This is an optimization exercise on Yosys and OpenROAD, whose aim is small area and a short achievable clock period, not a production implementation.
Function was not checked in any run shown here: the RTL went through the layout flow alone.

===== flow/flow/run.sh =====
#!/bin/bash
# The standard ORFS layout, with one change: the port buffers are buf_4
# cells instead of the delay buffer that buffer_ports picks by default, which
# puts about half a nanosecond on every path from an input.
set -euo pipefail
export BUFFER_PORTS_ARGS="-buffer_cell sky130_fd_sc_hd__buf_4"
bash standard.sh finish > standard.log 2>&1

===== flow/standard.sh =====
#!/bin/bash
# synth_recipe.tcl (not shown) runs the flow's synth.tcl, then flattens the netlist and writes it again
# the make line also repeats each setting of config.mk as NAME=value (left out here)
make -C /OpenROAD-flow-scripts/flow DESIGN_CONFIG=/design/flow/config.mk WORK_HOME=/design/flow/orfs CLKGATE_MAP_FILE= SYNTH_SCRIPT=/design/flow/synth_recipe.tcl "${@:-finish}"

===== flow/config.mk =====
export PLATFORM = sky130hd
export DESIGN_NAME = top
export DESIGN_NICKNAME = top
export VERILOG_FILES = /design/flow/design.v
export SDC_FILE = /design/flow/constraint.sdc
export NUM_CORES = 4
export LEC_CHECK = 0
export CAP_MARGIN = 20
export CORE_MARGIN = 2
export CORE_UTILIZATION = 40
export SLEW_MARGIN = 20
export SYNTH_HIERARCHICAL = 1

===== flow/constraint.sdc =====
create_clock -name core_clock -period 10.0 [get_ports {clk}]
set_input_delay 2.0000 -clock core_clock [delete_from_list [all_inputs] [get_ports {clk}]]
set_output_delay 2.0000 -clock core_clock [all_outputs]
set_load 0.01 [all_outputs]

===== flow/design.v =====
module fa (input a, input b, input c, output s, output co);
    assign s = a ^ b ^ c;
    assign co = (a & b) | (c & (a ^ b));
endmodule
module ha (input a, input b, output s, output co);
    assign s = a ^ b;
    assign co = a & b;
endmodule
module g_inv (input a, output y);
    assign y = ~a;
endmodule
module g_nand2 (input a, input b, output y);
    assign y = ~(a & b);
endmodule
module g_nor2 (input a, input b, output y);
    assign y = ~(a | b);
endmodule
module g_xor2 (input a, input b, output y);
    assign y = a ^ b;
endmodule
module g_xnor2 (input a, input b, output y);
    assign y = ~(a ^ b);
endmodule
module g_o21ai (input a1, input a2, input b1, output y);
    assign y = ~((a1 | a2) & b1);
endmodule
module g_a21oi (input a1, input a2, input b1, output y);
    assign y = ~((a1 & a2) | b1);
endmodule
module late (input [13:0] pb, input [6:0] xi, output [13:0] y);
    wire w1, w2, w3, w4, w5, w6, w7, w8, w9, w10, w11, w12;
    wire w13, w14, w15, w16, w17, w18, w19, w20, w21, w22, w23, w24;
    wire w25, w26, w27, w28, w29, w30, w31, w32, w33, w34, w35, w36;
    wire w37, w38, w39, w40, w41, w42, w43, w44, w45, w46, w47, w48;
    wire w49, w50, w51, w52, w53, w54, w55, w56, w57, w58, w59, w60;
    wire w61, w62, w63, w64, w65, w66, w67, w68, w69, w70, w71, w72;
    wire w73, w74, w75, w76, w77, w78, w79, w80, w81, w82, w83, w84;
    wire w85, w86, w87, w88, w89, w90, w91, w92, w93, w94, w95, w96;
    wire w97, w98, w99, w100, w101, w102, w103, w104, w105, w106, w107, w108;
    wire w109, w110, w111, w112, w113, w114, w115, w116, w117, w118, w119, w120;
    wire w121, w122, w123, w124, w125, w126, w127, w128, w129, w130, w131, w132;
    wire w133, w134, w135, w136, w137, w138, w139, w140, w141, w142, w143, w144;
    wire w145, w146, w147, w148, w149;
    g_xor2 i1 (xi[2], xi[0], w1);
    g_xor2 i2 (pb[2], w1, w2);
    g_nand2 i3 (xi[2], xi[0], w3);
    g_nor2 i4 (xi[2], xi[0], w4);
    g_inv i5 (pb[2], w5);
    g_o21ai i6 (w5, w4, w3, w6);
    g_xor2 i7 (xi[3], xi[1], w7);
    g_xor2 i8 (pb[3], w7, w8);
    g_nand2 i9 (xi[3], xi[1], w9);
    g_nor2 i10 (xi[3], xi[1], w10);
    g_inv i11 (pb[3], w11);
    g_o21ai i12 (w11, w10, w9, w12);
    g_xor2 i13 (xi[4], xi[2], w13);
    g_xor2 i14 (pb[4], w13, w14);
    g_nand2 i15 (xi[4], xi[2], w15);
    g_nor2 i16 (xi[4], xi[2], w16);
    g_inv i17 (pb[4], w17);
    g_o21ai i18 (w17, w16, w15, w18);
    g_xor2 i19 (xi[5], xi[3], w19);
    g_xor2 i20 (pb[5], w19, w20);
    g_nand2 i21 (xi[5], xi[3], w21);
    g_nor2 i22 (xi[5], xi[3], w22);
    g_inv i23 (pb[5], w23);
    g_o21ai i24 (w23, w22, w21, w24);
    g_xor2 i25 (xi[6], xi[4], w25);
    g_xor2 i26 (pb[6], w25, w26);
    g_nand2 i27 (xi[6], xi[4], w27);
    g_nor2 i28 (xi[6], xi[4], w28);
    g_inv i29 (pb[6], w29);
    g_o21ai i30 (w29, w28, w27, w30);
    g_xor2 i31 (pb[7], xi[5], w31);
    g_xor2 i32 (pb[8], xi[6], w32);
    g_nand2 i33 (pb[7], xi[5], w33);
    g_nand2 i34 (pb[8], xi[6], w34);
    g_nand2 i35 (pb[0], xi[0], w35);
    g_nand2 i36 (pb[1], xi[1], w36);
    g_nand2 i37 (w8, w6, w37);
    g_nand2 i38 (w14, w12, w38);
    g_nand2 i39 (w20, w18, w39);
    g_nand2 i40 (w26, w24, w40);
    g_nand2 i41 (w31, w30, w41);
    g_inv i42 (w32, w42);
    g_nor2 i43 (w42, w33, w43);
    g_inv i44 (pb[9], w44);
    g_nor2 i45 (w44, w34, w45);
    g_nor2 i46 (pb[0], xi[0], w46);
    g_nor2 i47 (pb[1], xi[1], w47);
    g_nor2 i48 (w8, w6, w48);
    g_nor2 i49 (w14, w12, w49);
    g_nor2 i50 (w20, w18, w50);
    g_nor2 i51 (w26, w24, w51);
    g_nor2 i52 (w31, w30, w52);
    g_inv i53 (w32, w53);
    g_nand2 i54 (w53, w33, w54);
    g_inv i55 (pb[9], w55);
    g_nand2 i56 (w55, w34, w56);
    g_xor2 i57 (pb[0], xi[0], w57);
    g_xor2 i58 (pb[1], xi[1], w58);
    g_xor2 i59 (w8, w6, w59);
    g_xor2 i60 (w14, w12, w60);
    g_xor2 i61 (w20, w18, w61);
    g_xor2 i62 (w26, w24, w62);
    g_xor2 i63 (w31, w30, w63);
    g_xnor2 i64 (w32, w33, w64);
    g_xnor2 i65 (pb[9], w34, w65);
    g_xnor2 i66 (pb[2], w1, w66);
    g_inv i67 (w54, w67);
    g_inv i68 (w56, w68);
    g_inv i69 (pb[10], w69);
    g_inv i70 (pb[11], w70);
    g_inv i71 (pb[12], w71);
    g_inv i72 (pb[13], w72);
    g_o21ai i73 (w47, w35, w36, w73);
    g_nor2 i74 (w66, w36, w74);
    g_nor2 i75 (w66, w47, w75);
    g_nor2 i76 (w48, w66, w76);
    g_o21ai i77 (w49, w37, w38, w77);
    g_nor2 i78 (w49, w48, w78);
    g_o21ai i79 (w50, w38, w39, w79);
    g_nor2 i80 (w50, w49, w80);
    g_o21ai i81 (w51, w39, w40, w81);
    g_nor2 i82 (w51, w50, w82);
    g_o21ai i83 (w52, w40, w41, w83);
    g_nor2 i84 (w52, w51, w84);
    g_inv i85 (w43, w85);
    g_o21ai i86 (w67, w41, w85, w86);
    g_nor2 i87 (w67, w52, w87);
    g_inv i88 (w68, w88);
    g_a21oi i89 (w88, w43, w45, w89);
    g_nor2 i90 (w68, w67, w90);
    g_inv i91 (w45, w91);
    g_nor2 i92 (w69, w91, w92);
    g_nor2 i93 (w69, w68, w93);
    g_nor2 i94 (w70, w69, w94);
    g_nor2 i95 (w71, w70, w95);
    g_nor2 i96 (w72, w71, w96);
    g_inv i97 (w35, w97);
    g_a21oi i98 (w75, w97, w74, w98);
    g_inv i99 (w37, w99);
    g_a21oi i100 (w76, w73, w99, w100);
    g_a21oi i101 (w78, w74, w77, w101);
    g_nand2 i102 (w78, w75, w102);
    g_inv i103 (w37, w103);
    g_a21oi i104 (w80, w103, w79, w104);
    g_nand2 i105 (w80, w76, w105);
    g_a21oi i106 (w82, w77, w81, w106);
    g_nand2 i107 (w82, w78, w107);
    g_a21oi i108 (w84, w79, w83, w108);
    g_nand2 i109 (w84, w80, w109);
    g_a21oi i110 (w87, w81, w86, w110);
    g_nand2 i111 (w87, w82, w111);
    g_inv i112 (w89, w112);
    g_a21oi i113 (w90, w83, w112, w113);
    g_nand2 i114 (w90, w84, w114);
    g_a21oi i115 (w93, w86, w92, w115);
    g_nand2 i116 (w93, w87, w116);
    g_inv i117 (w94, w117);
    g_nor2 i118 (w117, w89, w118);
    g_nand2 i119 (w94, w90, w119);
    g_nand2 i120 (w95, w92, w120);
    g_nand2 i121 (w95, w93, w121);
    g_nand2 i122 (w96, w94, w122);
    g_o21ai i123 (w102, w35, w101, w123);
    g_inv i124 (w73, w124);
    g_o21ai i125 (w105, w124, w104, w125);
    g_o21ai i126 (w107, w98, w106, w126);
    g_o21ai i127 (w109, w100, w108, w127);
    g_o21ai i128 (w111, w101, w110, w128);
    g_nor2 i129 (w111, w102, w129);
    g_o21ai i130 (w114, w104, w113, w130);
    g_nor2 i131 (w114, w105, w131);
    g_o21ai i132 (w116, w106, w115, w132);
    g_nor2 i133 (w116, w107, w133);
    g_inv i134 (w118, w134);
    g_o21ai i135 (w119, w108, w134, w135);
    g_nor2 i136 (w119, w109, w136);
    g_o21ai i137 (w121, w110, w120, w137);
    g_nor2 i138 (w121, w111, w138);
    g_nor2 i139 (w122, w113, w139);
    g_nor2 i140 (w122, w114, w140);
    g_inv i141 (w35, w141);
    g_a21oi i142 (w129, w141, w128, w142);
    g_a21oi i143 (w131, w73, w130, w143);
    g_inv i144 (w98, w144);
    g_a21oi i145 (w133, w144, w132, w145);
    g_inv i146 (w100, w146);
    g_a21oi i147 (w136, w146, w135, w147);
    g_a21oi i148 (w138, w123, w137, w148);
    g_a21oi i149 (w140, w125, w139, w149);
    g_xor2 o0 (w57, 1'b0, y[0]);
    g_xnor2 o1 (w58, w35, y[1]);
    g_xor2 o2 (w2, w73, y[2]);
    g_xnor2 o3 (w59, w98, y[3]);
    g_xnor2 o4 (w60, w100, y[4]);
    g_xor2 o5 (w61, w123, y[5]);
    g_xor2 o6 (w62, w125, y[6]);
    g_xor2 o7 (w63, w126, y[7]);
    g_xor2 o8 (w64, w127, y[8]);
    g_xnor2 o9 (w65, w142, y[9]);
    g_xnor2 o10 (pb[10], w143, y[10]);
    g_xnor2 o11 (pb[11], w145, y[11]);
    g_xnor2 o12 (pb[12], w147, y[12]);
    g_xnor2 o13 (pb[13], w148, y[13]);
endmodule
module top #(parameter m = 7) (
    input clk,
    input signed [m-1:0] noise_in,
    output reg signed [2*m-1:0] filter_out
);
    reg [6:0] d0, d1, d2, d3, d4, d5, d6, d7;
    reg [13:0] s2;
    reg [12:0] c2;
    reg [13:0] s1;
    reg [12:0] c1;
    wire n1, n2, n3, n4, n5, n6, n7, n8, n9, n10, n11, n12;
    wire n13, n14, n15, n16, n17, n18, n19, n20, n21, n22, n23, n24;
    wire n25, n26, n27, n28, n29, n30, n31, n32, n33, n34, n35, n36;
    wire n37, n38, n39, n40, n41, n42, n43, n44, n45, n46, n47, n48;
    wire n49, n50, n51, n52, n53, n54, n55, n56, n57, n58, n59, n60;
    wire n61, n62, n63, n64, n65, n66, n67, n68, n69, n70, n71, n72;
    wire n73, n74, n75, n76, n77, n78, n79, n80, n81, n82, n83, n84;
    wire n85, n86, n87, n88, n89, n90, n91, n92, n93, n94, n95, n96;
    wire n97, n98, n99, n100, n101, n102, n103, n104, n105, n106, n107, n108;
    wire n109, n110, n111, n112, n113, n114, n115, n116, n117, n118, n119, n120;
    wire n121, n122, n123, n124, n125, n126, n127, n128, n129, n130, n131, n132;
    wire n133, n134, n135, n136, n137, n138, n139, n140, n141, n142, n143, n144;
    wire n145, n146, n147, n148, n149, n150, n151, n152, n153, n154, n155, n156;
    wire n157, n158, n159, n160, n161, n162, n163, n164, n165, n166, n167, n168;
    wire n169, n170, n171, n172, n173, n174, n175, n176, n177, n178, n179, n180;
    wire n181, n182, n183, n184, n185, n186, n187, n188, n189, n190, n191, n192;
    wire n193, n194, n195, n196, n197, n198, n199, n200, n201, n202, n203, n204;
    wire n205, n206, n207, n208, n209, n210, n211, n212, n213, n214, n215, n216;
    wire n217, n218, n219, n220, n221, n222, n223, n224, n225, n226, n227, n228;
    wire n229, n230, n231, n232, n233, n234, n235, n236, n237, n238, n239, n240;
    wire n241, n242, n243, n244, n245, n246, n247, n248, n249, n250, n251, n252;
    wire n253, n254, n255, n256, n257, n258, n259, n260, n261, n262, n263, n264;
    wire n265, n266, n267, n268, n269, n270, n271, n272, n273, n274, n275, n276;
    wire n277, n278, n279, n280, n281, n282, n283, n284, n285, n286;
    fa u1 (d2[0], d2[3], d3[0], n1, n2);
    ha u2 (d3[4], d4[0], n3, n4);
    fa u3 (d2[1], d2[4], d3[1], n5, n6);
    fa u4 (d3[5], d4[1], ~d4[5], n7, n8);
    ha u5 (d5[2], d5[4], n9, n10);
    fa u6 (d2[2], d2[5], d3[2], n11, n12);
    fa u7 (~d3[6], d4[2], d4[6], n13, n14);
    fa u8 (d5[3], d5[5], ~d5[6], n15, n16);
    fa u9 (d2[3], ~d2[6], d3[3], n17, n18);
    ha u10 (d4[3], d5[4], n19, n20);
    ha u11 (d2[0], d3[1], n21, n22);
    fa u12 (d2[1], d3[2], ~d4[2], n23, n24);
    fa u13 (d2[2], d3[3], ~d4[3], n25, n26);
    fa u14 (d5[0], d5[2], d5[3], n27, n28);
    fa u15 (~d4[4], d5[1], d5[3], n29, n30);
    fa u16 (d5[4], d6[1], d7[2], n31, n32);
    ha u17 (d7[4], n3, n33, n34);
    fa u18 (d5[5], d6[2], d7[3], n35, n36);
    fa u19 (d7[5], n4, n9, n37, n38);
    fa u20 (n2, n5, n7, n39, n40);
    fa u21 (d6[3], d7[4], ~d7[6], n41, n42);
    fa u22 (n10, n6, n8, n43, n44);
    fa u23 (n11, n13, n15, n45, n46);
    fa u24 (~d5[6], d6[4], d7[5], n47, n48);
    fa u25 (n19, n12, n14, n49, n50);
    fa u26 (n16, n17, 1'b1, n51, n52);
    fa u27 (d2[4], d3[4], d4[4], n53, n54);
    fa u28 (d5[5], d6[5], ~d7[6], n55, n56);
    ha u29 (n20, n18, n57, n58);
    fa u30 (d2[5], d3[5], d4[5], n59, n60);
    ha u31 (~d5[6], ~d6[6], n61, n62);
    fa u32 (~d4[1], d5[0], d5[1], n63, n64);
    fa u33 (d5[1], d5[2], d7[0], n65, n66);
    ha u34 (d7[2], n22, n67, n68);
    fa u35 (d6[0], d7[1], d7[3], n69, n70);
    fa u36 (n24, n25, n27, n71, n72);
    fa u37 (n26, n28, n1, n73, n74);
    fa u38 (n29, n31, n33, n75, n76);
    fa u39 (n30, n32, n35, n77, n78);
    fa u40 (n34, n37, n39, n79, n80);
    fa u41 (n36, n41, n38, n81, n82);
    fa u42 (n40, n43, n45, n83, n84);
    fa u43 (n42, n47, n44, n85, n86);
    fa u44 (n46, n49, n51, n87, n88);
    fa u45 (n48, n53, n55, n89, n90);
    fa u46 (n57, n50, n52, n91, n92);
    fa u47 (n61, n54, n56, n93, n94);
    fa u48 (n59, n58, 1'b1, n95, n96);
    fa u49 (~d2[6], ~d3[6], ~d4[6], n97, n98);
    fa u50 (n62, n60, 1'b1, n99, n100);
    ha u51 (d3[0], ~d4[0], n101, n102);
    fa u52 (d7[1], n21, n63, n103, n104);
    fa u53 (n64, n23, n65, n105, n106);
    fa u54 (n66, n68, n69, n107, n108);
    fa u55 (n70, n72, n73, n109, n110);
    fa u56 (n74, n77, n76, n111, n112);
    fa u57 (n78, n81, n80, n113, n114);
    fa u58 (n82, n85, n84, n115, n116);
    fa u59 (n89, n86, n88, n117, n118);
    fa u60 (n90, n93, n95, n119, n120);
    fa u61 (n97, n94, n99, n121, n122);
    ha u62 (n98, n100, n123, n124);
    ha u63 (d5[0], d7[0], n125, n126);
    fa u64 (n102, n103, 1'b1, n127, n128);
    fa u65 (n67, n104, n105, n129, n130);
    fa u66 (n106, n71, n107, n131, n132);
    fa u67 (n108, n75, n109, n133, n134);
    fa u68 (n110, n79, n111, n135, n136);
    fa u69 (n112, n83, n113, n137, n138);
    fa u70 (n87, n114, n115, n139, n140);
    fa u71 (n91, n116, n117, n141, n142);
    fa u72 (n92, n119, n118, n143, n144);
    fa u73 (n96, n121, n120, n145, n146);
    fa u74 (n123, n122, 1'b1, n147, n148);
    ha u75 (n124, 1'b1, n149, n150);
    ha u76 (s2[3], c2[3], n151, n152);
    fa u77 (s2[4], c2[4], d0[1], n153, n154);
    fa u78 (d0[3], d0[4], d1[0], n155, n156);
    fa u79 (s2[5], c2[5], d0[2], n157, n158);
    fa u80 (d0[4], d0[5], d1[1], n159, n160);
    ha u81 (~d1[5], d2[1], n161, n162);
    fa u82 (s2[6], c2[6], d0[3], n163, n164);
    fa u83 (d0[5], ~d0[6], d1[2], n165, n166);
    fa u84 (d1[6], d2[2], ~d2[6], n167, n168);
    fa u85 (s2[7], c2[7], d0[4], n169, n170);
    ha u86 (~d0[6], d1[3], n171, n172);
    ha u87 (s2[8], c2[8], n173, n174);
    ha u88 (s2[0], c2[0], n175, n176);
    fa u89 (s2[1], c2[1], d0[0], n177, n178);
    ha u90 (d0[1], ~d1[1], n179, n180);
    fa u91 (s2[2], c2[2], d0[1], n181, n182);
    fa u92 (d0[2], ~d1[2], d2[2], n183, n184);
    fa u93 (d0[0], d0[2], d0[3], n185, n186);
    fa u94 (~d1[3], d2[3], n151, n187, n188);
    fa u95 (~d1[4], d2[0], d2[4], n189, n190);
    fa u96 (n152, n153, n155, n191, n192);
    fa u97 (d2[5], n161, n154, n193, n194);
    fa u98 (n156, n157, n159, n195, n196);
    fa u99 (n162, n158, n160, n197, n198);
    fa u100 (n163, n165, n167, n199, n200);
    fa u101 (d2[3], n171, n164, n201, n202);
    fa u102 (n166, n168, n169, n203, n204);
    fa u103 (d0[5], d1[4], d2[4], n205, n206);
    fa u104 (n172, n173, n170, n207, n208);
    fa u105 (s2[9], c2[9], ~d0[6], n209, n210);
    fa u106 (d1[5], d2[5], n174, n211, n212);
    fa u107 (s2[10], c2[10], ~d1[6], n213, n214);
    ha u108 (d0[0], ~d1[0], n215, n216);
    fa u109 (d2[1], n176, n179, n217, n218);
    fa u110 (n180, n178, n181, n219, n220);
    fa u111 (n182, n184, n185, n221, n222);
    fa u112 (n186, n189, n188, n223, n224);
    fa u113 (n190, n192, n193, n225, n226);
    fa u114 (n194, n196, n197, n227, n228);
    fa u115 (n198, n200, n201, n229, n230);
    fa u116 (n205, n202, n204, n231, n232);
    fa u117 (n206, n209, n211, n233, n234);
    fa u118 (~d2[6], n210, n213, n235, n236);
    ha u119 (s2[11], c2[11], n237, n238);
    ha u120 (d2[0], n175, n239, n240);
    fa u121 (n216, n177, n217, n241, n242);
    fa u122 (n183, n218, n219, n243, n244);
    fa u123 (n187, n220, n221, n245, n246);
    fa u124 (n222, n191, n223, n247, n248);
    fa u125 (n195, n224, n225, n249, n250);
    fa u126 (n199, n226, n227, n251, n252);
    fa u127 (n203, n228, n229, n253, n254);
    fa u128 (n207, n230, n231, n255, n256);
    fa u129 (n208, n233, n232, n257, n258);
    fa u130 (n212, n235, n234, n259, n260);
    fa u131 (n237, n214, n236, n261, n262);
    fa u132 (s2[12], c2[12], n238, n263, n264);
    fa u133 (n244, n245, noise_in[0], n265, n266);
    fa u134 (n246, n247, noise_in[1], n267, n268);
    fa u135 (n248, noise_in[2], n249, n269, n270);
    fa u136 (n250, noise_in[3], n251, n271, n272);
    fa u137 (n252, noise_in[4], n253, n273, n274);
    fa u138 (n254, noise_in[5], n255, n275, n276);
    fa u139 (n257, n256, ~noise_in[6], n277, n278);
    ha u140 (n259, n258, n279, n280);
    ha u141 (n261, n260, n281, n282);
    ha u142 (n263, n262, n283, n284);
    ha u143 (s2[13], n264, n285, n286);
    wire [13:0] ea = {s1[13], s1[12], s1[11], s1[10], s1[9], s1[8], s1[7], s1[6], s1[5], s1[4], s1[3], s1[2], s1[1], s1[0]};
    wire [13:0] eb = {c1[12], c1[11], c1[10], c1[9], c1[8], c1[7], c1[6], c1[5], c1[4], c1[3], 1'b0, c1[2], c1[1], c1[0]};
    wire [13:0] pb = ea + eb + 14'd0;
    wire [13:0] y;
    late u_late (pb, {~noise_in[6], noise_in[5:0]}, y);
    always @(posedge clk) begin
        d0 <= noise_in;
        d1 <= d0;
        d2 <= d1;
        d3 <= d2;
        d4 <= d3;
        d5 <= d4;
        d6 <= d5;
        d7 <= d6;
        s2 <= {n150, n148, n146, n144, n142, n140, n138, n136, n134, n132, n130, n128, n126, n101};
        c2 <= {n149, n147, n145, n143, n141, n139, n137, n135, n133, n131, n129, n127, n125};
        s1 <= {n284, n282, n280, n278, n276, n274, n272, n270, n268, n266, n265, n242, n240, n215};
        c1 <= {n285, n283, n281, n279, n277, n275, n273, n271, n269, n267, n243, n241, n239};
        filter_out <= y;
    end
endmodule

==> results of run 1 <==
critical path, cell delays in order:
cell	delay (ps)
buf_4	120
inv_1	220
xor2_1	200
xor2_1	280
nor2_1	120
nor2_1	210
nand2_1	120
nor2_1	150
a21oi_2	80
xnor2_1	130
path summary, 6_finish.rpt:
path	depth (start not counted)	end	slack (ps)
min reg2reg	0	d1[6]	350
max reg2reg	16	filter_out[10]	6920
max	10	filter_out[13]	6670
min	0	d1[6]	350
Yosys stat by module (local to each module, per instance):
module / flops+latches / cell area, sq um / copies in the design
g_nand2: 0 / 3.75 / 26
g_xor2: 0 / 8.76 / 25
g_nor2: 0 / 3.75 / 32
fa: 0 / 20.0 / 118
ha: 0 / 12.5 / 25
late: 0 / 3.75 / 1
g_o21ai: 0 / 5.00 / 20
g_inv: 0 / 3.75 / 27
top: 124 / 3250 / 1
g_xnor2: 0 / 8.76 / 11
g_a21oi: 0 / 8.76 / 15
registers in the layout, summed over array words and instances (netlist names):
name        flops
d5              7
d2              7
c2             13
c1             13
d6              7
filter_out     14
d1              7
d0              7
s1             14
d3              7
d4              7
d7              7
s2             14
layout make-up:
type,count,area [sq um],area share
Clock buffer,19,443,0.0564
Clock inverter,13,166,0.0212
Inverter,56,210,0.0268
Multi-Input combinational cell,359,4110,0.524
Sequential cell,124,2480,0.316
Tap cell,220,275,0.0351
Timing Repair Buffer,21,158,0.0201
placed cells by master (no fill, tap or decap), drive strengths merged, types with 2 or more instances in the layout:
| cell | Yosys | layout |
|---|---|---|
| clkbuf | 0 | 19 |
| nor2 | 35 | 35 |
| conb | 2 | 7 |
| o21bai | 2 | 2 |
| o211ai | 3 | 3 |
| dfxtp | 124 | 124 |
| clkinv | 0 | 5 |
| xor2 | 29 | 29 |
| a21o | 2 | 2 |
| o2111ai | 2 | 2 |
| nand4 | 3 | 3 |
| nor3b | 2 | 2 |
| ha | 37 | 37 |
| xnor2 | 17 | 17 |
| fa | 119 | 119 |
| bufinv | 0 | 3 |
| nor3 | 2 | 2 |
| clkinvlp | 0 | 3 |
| nand2 | 33 | 33 |
| a21oi | 24 | 24 |
| nand3b | 2 | 2 |
| inv | 56 | 58 |
| buf | 2 | 21 |
| o21ai | 25 | 25 |
| nand3 | 4 | 4 |
per-layer routing:
metal / vias to the layer above / part of all wire / global-route usage
li1: 1793 / - / -
met1: 1901 / 0.45 / 0.182
met2: 52 / 0.51 / 0.253
met3: 17 / 0.030 / 0.0393
met4: 0 / 0.014 / 0.0544
met5: - / 0 / 0
logic make-up after synthesis:
group / count (synthesis) / share of synthesized area
AO/OA/AOI/OAI: 64 / 0.0674
XOR/XNOR: 46 / 0.0593
adder cells (fa/ha/maj): 156 / 0.419
buffers and inverters: 58 / 0.0324
flip-flops: 124 / 0.365
multiplexers: 1 / 0.00147
other: 2 / 0.00110
AND/OR/NAND/NOR: 85 / 0.0547
==> qor.yml, run 1 <==
setup_path:
  required_ps: 10300
  startpoint_type: "input port"
  critPathCaptureType: "flip-flop"
  criticalPathCategory: "input port to flip-flop"
  arrival_ps: 3630
  startpoint: "noise_in[6]"
  r2r-start: "c1[0]"
  crit_fanout: 6
min_path:
  hold_class: "flip-flop to flip-flop"
  min-delay-start: "d0[6]"
synthesis:
  synthTopCellsByArea: "dfxtp_1 (37%), fa_1 (35%), ha_1 (6.8%), xor2_1 (3.7%), inv_1 (3.1%)"
  yosys.cell_types.count: 37
  synth_warnings: 7
  ys_seq_area_frac: 0.365
  syn-instance-count: 536
  syn_area_sq_mm: 0.00680
  ys_ff_latch: 124
  syn_avg_cell_area_sq_um: 12.7
  ys_dominant_reg_cell: "dfxtp_1"
  yosysTopAreaCellShare: 0.365
  yosysMostFrequentCell: "dfxtp_1"
  async_flop_share: 0
  synth_edf_count: 0
  yosys-top-cells-count: "dfxtp_1 (124), fa_1 (119), inv_1 (56)"
  synth_top_area_cell: "dfxtp_1"
clock_tree:
  ctsRootBufferMaster: "clkbuf_16"
  cts_buffer_depth: 2
  cts-resized-gates: 0
  clock_sinks: 124
  htree_levels: 4
  post_cts_buffers: 0
  cts_buffers: 17
  cts_tree: "done"
  clk_pin_slew_ps: 60
  clk_latency_ps: 420
  holdBufCountCts: 0
routing:
  drt_first_pass_iters: 4
  antenna_left: 0
  vias_per_cell: 4.63
  vias: 3763
  drc: 0
  wl_per_cell_microns: 14.7
  wl_mm: 11.9
  drtIter0Drc: 144
timing:
  maxSlewViolCount: 0
  rsz0062_at_grt: "false"
  setup_slack_ps: 6670
  fin_crit_ps: 3330
  hold_violations: 0
  timing.hold.ws_ps: 351
  fin_crit_sh: 0.333
  max_freq_ghz: 0.301
  setup_viol: 0
  skew_ps: 9.57
  tns_ps: 0
grt:
  antenna_found_initial: 0
  grt_pass1_wl_mm: 20.1
  grt_max_degree: 17
  grt_pass1_vias: 4103
  grt_use_total: 0.149
  grt-ovfl-total: 0
floorplanning:
  die_w_microns: 134
  die_area_sq_mm: 0.0181
  core_area_sq_mm: 0.0166
  start_util: 0.410
  dieHeight_microns: 134
  pin_count: 22
  fp-row-count: 47
placed_design:
  dp_hpwl_mm: 9.83
  dpl-instance-area_sq_mm: 0.00724
  place.gp.congestion: 0.809
  port_buffers: 21
  dpl.cell_count: 780
  pre_cts_ws_ps: 6250
cells_and_area:
  post-route-util: 0.473
  postLayoutCellArea_sq_mm: 0.00785
  syn2layout_area_growth_pct: 15.5
  antennaDiodeCount: 0
  nFillCells: 1502
  layout.nets: 743
  drive_above_1_share: 0.127
  fin_cells: 812
outcome:
  status: "complete, no violations"
job:
  max-cap-violations: 0
==> inputs of run 2 (changes only) <==
==> flow/run.sh (new file) <==
#!/bin/bash
# synth_recipe.tcl (not shown) runs the flow's synth.tcl, then flattens the netlist and writes it again
# the make line also repeats each setting of config.mk as NAME=value (left out here)
make -C /OpenROAD-flow-scripts/flow DESIGN_CONFIG=/design/flow/config.mk WORK_HOME=/design/flow/orfs CLKGATE_MAP_FILE= SYNTH_SCRIPT=/design/flow/synth_recipe.tcl finish
removed: flow/flow/run.sh
removed: flow/standard.sh
==> run 2 against run 1 <==
- largest cell class unchanged
- maximum frequency is 12% lower
- critical path depth decreased by 1
- via count fell by 0.43%
- highest routed layer unchanged
- critical path type unchanged
- register-to-register slack worse by 90 ps
- wire length decreased by 0.23%
==> qor.yml, run 2 <==
timing:
  maxSlewViolCount: 0
  max_freq_ghz: 0.265
  max_slew.worst_pin.slew_ps: 529
  hold_violations: 0
  fin_crit_sh: 0.377
  fin_crit_ps: 3770
  setup_viol: 0
  setup_slack_ps: 6230
  skew_ps: 8.89
  timing.hold.ws_ps: 350
  tns_ps: 0
  rsz0062_at_grt: "false"
  max_slew_margin: 0.645
placed_design:
  port_buffers: 21
  dpl-instance-area_sq_mm: 0.00729
  pre_cts_ws_ps: 5810
  dp_hpwl_mm: 9.89
  place.gp.congestion: 0.873
  dpl.cell_count: 780
setup_path:
  critPathCaptureType: "flip-flop"
  reg2regPathDepth: 16
  startpoint: "noise_in[4]"
  r2r-start: "c1[0]"
  startpoint_type: "input port"
  r2r-end: "filter_out[13]"
  arrival_ps: 4060
  crit_fanout: 8
  criticalPathCategory: "input port to flip-flop"
  r2r_slack_ps: 6830
  required_ps: 10290
routing:
  antenna_left: 0
  wl_mm: 11.9
  drtIter0Drc: 117
  drc: 0
  drt_first_pass_iters: 4
  vias_per_cell: 4.61
  vias: 3747
  wl_per_cell_microns: 14.7
synthesis:
  yosys.cell_types.count: 37
  yosysMostFrequentCell: "dfxtp_1"
  yosys-top-cells-count: "dfxtp_1 (124), fa_1 (119), inv_1 (56)"
  syn-instance-count: 536
  syn_area_sq_mm: 0.00680
  yosysTopAreaCellShare: 0.365
  synthTopCellsByArea: "dfxtp_1 (37%), fa_1 (35%), ha_1 (6.8%), xor2_1 (3.7%), inv_1 (3.1%)"
  async_flop_share: 0
  synth_top_area_cell: "dfxtp_1"
  synth_edf_count: 0
  synth_warnings: 7
  ys_dominant_reg_cell: "dfxtp_1"
  syn_avg_cell_area_sq_um: 12.7
  ys_ff_latch: 124
  ys_seq_area_frac: 0.365
floorplanning:
  core_area_sq_mm: 0.0166
  pin_count: 22
  start_util: 0.410
  fp-row-count: 47
  die_area_sq_mm: 0.0181
  die_w_microns: 134
  dieHeight_microns: 134
grt:
  antenna_found_initial: 0
  grt_use_total: 0.150
  grt_pass1_wl_mm: 20.5
  grt_pass1_vias: 4305
  grt_max_degree: 17
  grt-ovfl-total: 0
cells_and_area:
  nFillCells: 1482
  post-route-util: 0.472
  postLayoutCellArea_sq_mm: 0.00783
  regArea_sq_mm: 0.00248
  layout.nets: 743
  layout_common_cells: "dfxtp_1 (124), fa_1 (119), inv_1 (56)"
  final_common_cell: "dfxtp_1"
  fin_cells: 812
  drive_above_1_share: 0.0878
  antennaDiodeCount: 0
  multiInputGateArea_sq_mm: 0.00411
  syn2layout_area_growth_pct: 15.2
  top_regs: "filter_out x14, s1 x14, s2 x14"
clock_tree:
  clock_sinks: 124
  cts_buffer_depth: 2
  holdBufCountCts: 0
  cts-resized-gates: 0
  htree_levels: 4
  clk_pin_slew_ps: 50
  cts_tree: "done"
  clk_latency_ps: 410
  cts_buffers: 17
  post_cts_buffers: 0
  ctsRootBufferMaster: "clkbuf_16"
min_path:
  min-delay-start: "d0[6]"
  whs_endpoint: "d1[6]"
  hold_class: "flip-flop to flip-flop"
  whs_path_depth: 0
outcome:
  status: "complete, no violations"
job:
  max-cap-violations: 0
run 2: how the worst max path moves through the flow:
stage,end,cells after the start,slack (ps)
2_1_floorplan,filter_out[13],9,6610
3_3_place_gp,filter_out[13],9,5860
3_5_place_dp,filter_out[13],9,5810
4_1_cts,filter_out[13],9,6240
5_1_grt,filter_out[13],9,6020
6_report,filter_out[13],9,6230
run 2: worst max-delay path: stages:
cell             delay (ps)
clkdlybuf4s50_1         710
xor2_1                  210
xor2_1                  270
nor2_1                  110
nor2_1                  210
nand2_1                 110
o21ai_1                 230
a21oi_2                  90
xnor2_1                 130
run 2: cells by family (layout without fill, tap and decap cells):
logic type / count (synthesis) / in the layout / share of synthesized area
xor+xnor: 46 / 46 / 0.0593
fa+ha+maj: 156 / 156 / 0.419
other cells: 2 / 7 / 0.00110
mux: 1 / 1 / 0.00147
flops: 124 / 124 / 0.365
buf+inv: 58 / 109 / 0.0324
simple gates: 85 / 85 / 0.0547
compound gates: 64 / 64 / 0.0674
run 2: Yosys stat by module (local to each module, per instance), a selection:
module   area (sq um)  cells  flip-flops and latches  copies in the design
late             3.75      1                       0                     1
g_xor2           8.76      1                       0                    25
g_nand2          3.75      1                       0                    26
top              3250    236                     124                     1
g_nor2           3.75      1                       0                    32
g_xnor2          8.76      1                       0                    11
g_a21oi          8.76      1                       0                    15
run 2: layout make-up:
| type | instances | share of cell area |
|---|---|---|
| Sequential cell | 124 | 0.317 |
| Clock buffer | 20 | 0.0558 |
| Inverter | 56 | 0.0268 |
| Multi-Input combinational cell | 359 | 0.525 |
| Timing Repair Buffer | 21 | 0.0268 |
| Tap cell | 220 | 0.0352 |
| Clock inverter | 12 | 0.0128 |
run 2: routing by layer:
layer	part of all wire	vias up	GRT usage
met5	0	-	0
li1	-	1789	-
met2	0.51	53	0.248
met4	0.013	0	0.0509
met3	0.036	13	0.0461
met1	0.45	1892	0.187

what the ideal ports hide:
The results above use ideal ports. As a check the final layouts listed here were re-extracted and re-timed, cells and wires unchanged. Step 1 (the two cells are an assumption about what drives the block):
set clk [get_ports {clk}]
set_driving_cell -lib_cell sky130_fd_sc_hd__clkbuf_16 $clk
set_driving_cell -lib_cell sky130_fd_sc_hd__buf_2 [delete_from_list [all_inputs] $clk]
Step 2, shift: input delay + t, output delay - t, t = (earliest + latest rising clock arrival at the registers) / 2. This alone moves slack from input paths to output paths. a / b / c = ideal ports / drivers / drivers and shift; a / b = the first two.
run	t (ns)	setup WS [ns]	latest minus earliest clock arrival (ns)	slew at the worst register clock pin (ns)
run 1	0.452	6.674 / 6.688 / 6.236	0.011 / 0.012	0.06 / 0.06
run 2	0.448	6.230 / 6.248 / 5.800	0.009 / 0.009	0.06 / 0.06
After both steps setup and hold are still met in every run listed. For run 1, which loses most, drivers alone change the setup slack by +0.014 ns; drivers and shift together by -0.438 ns.
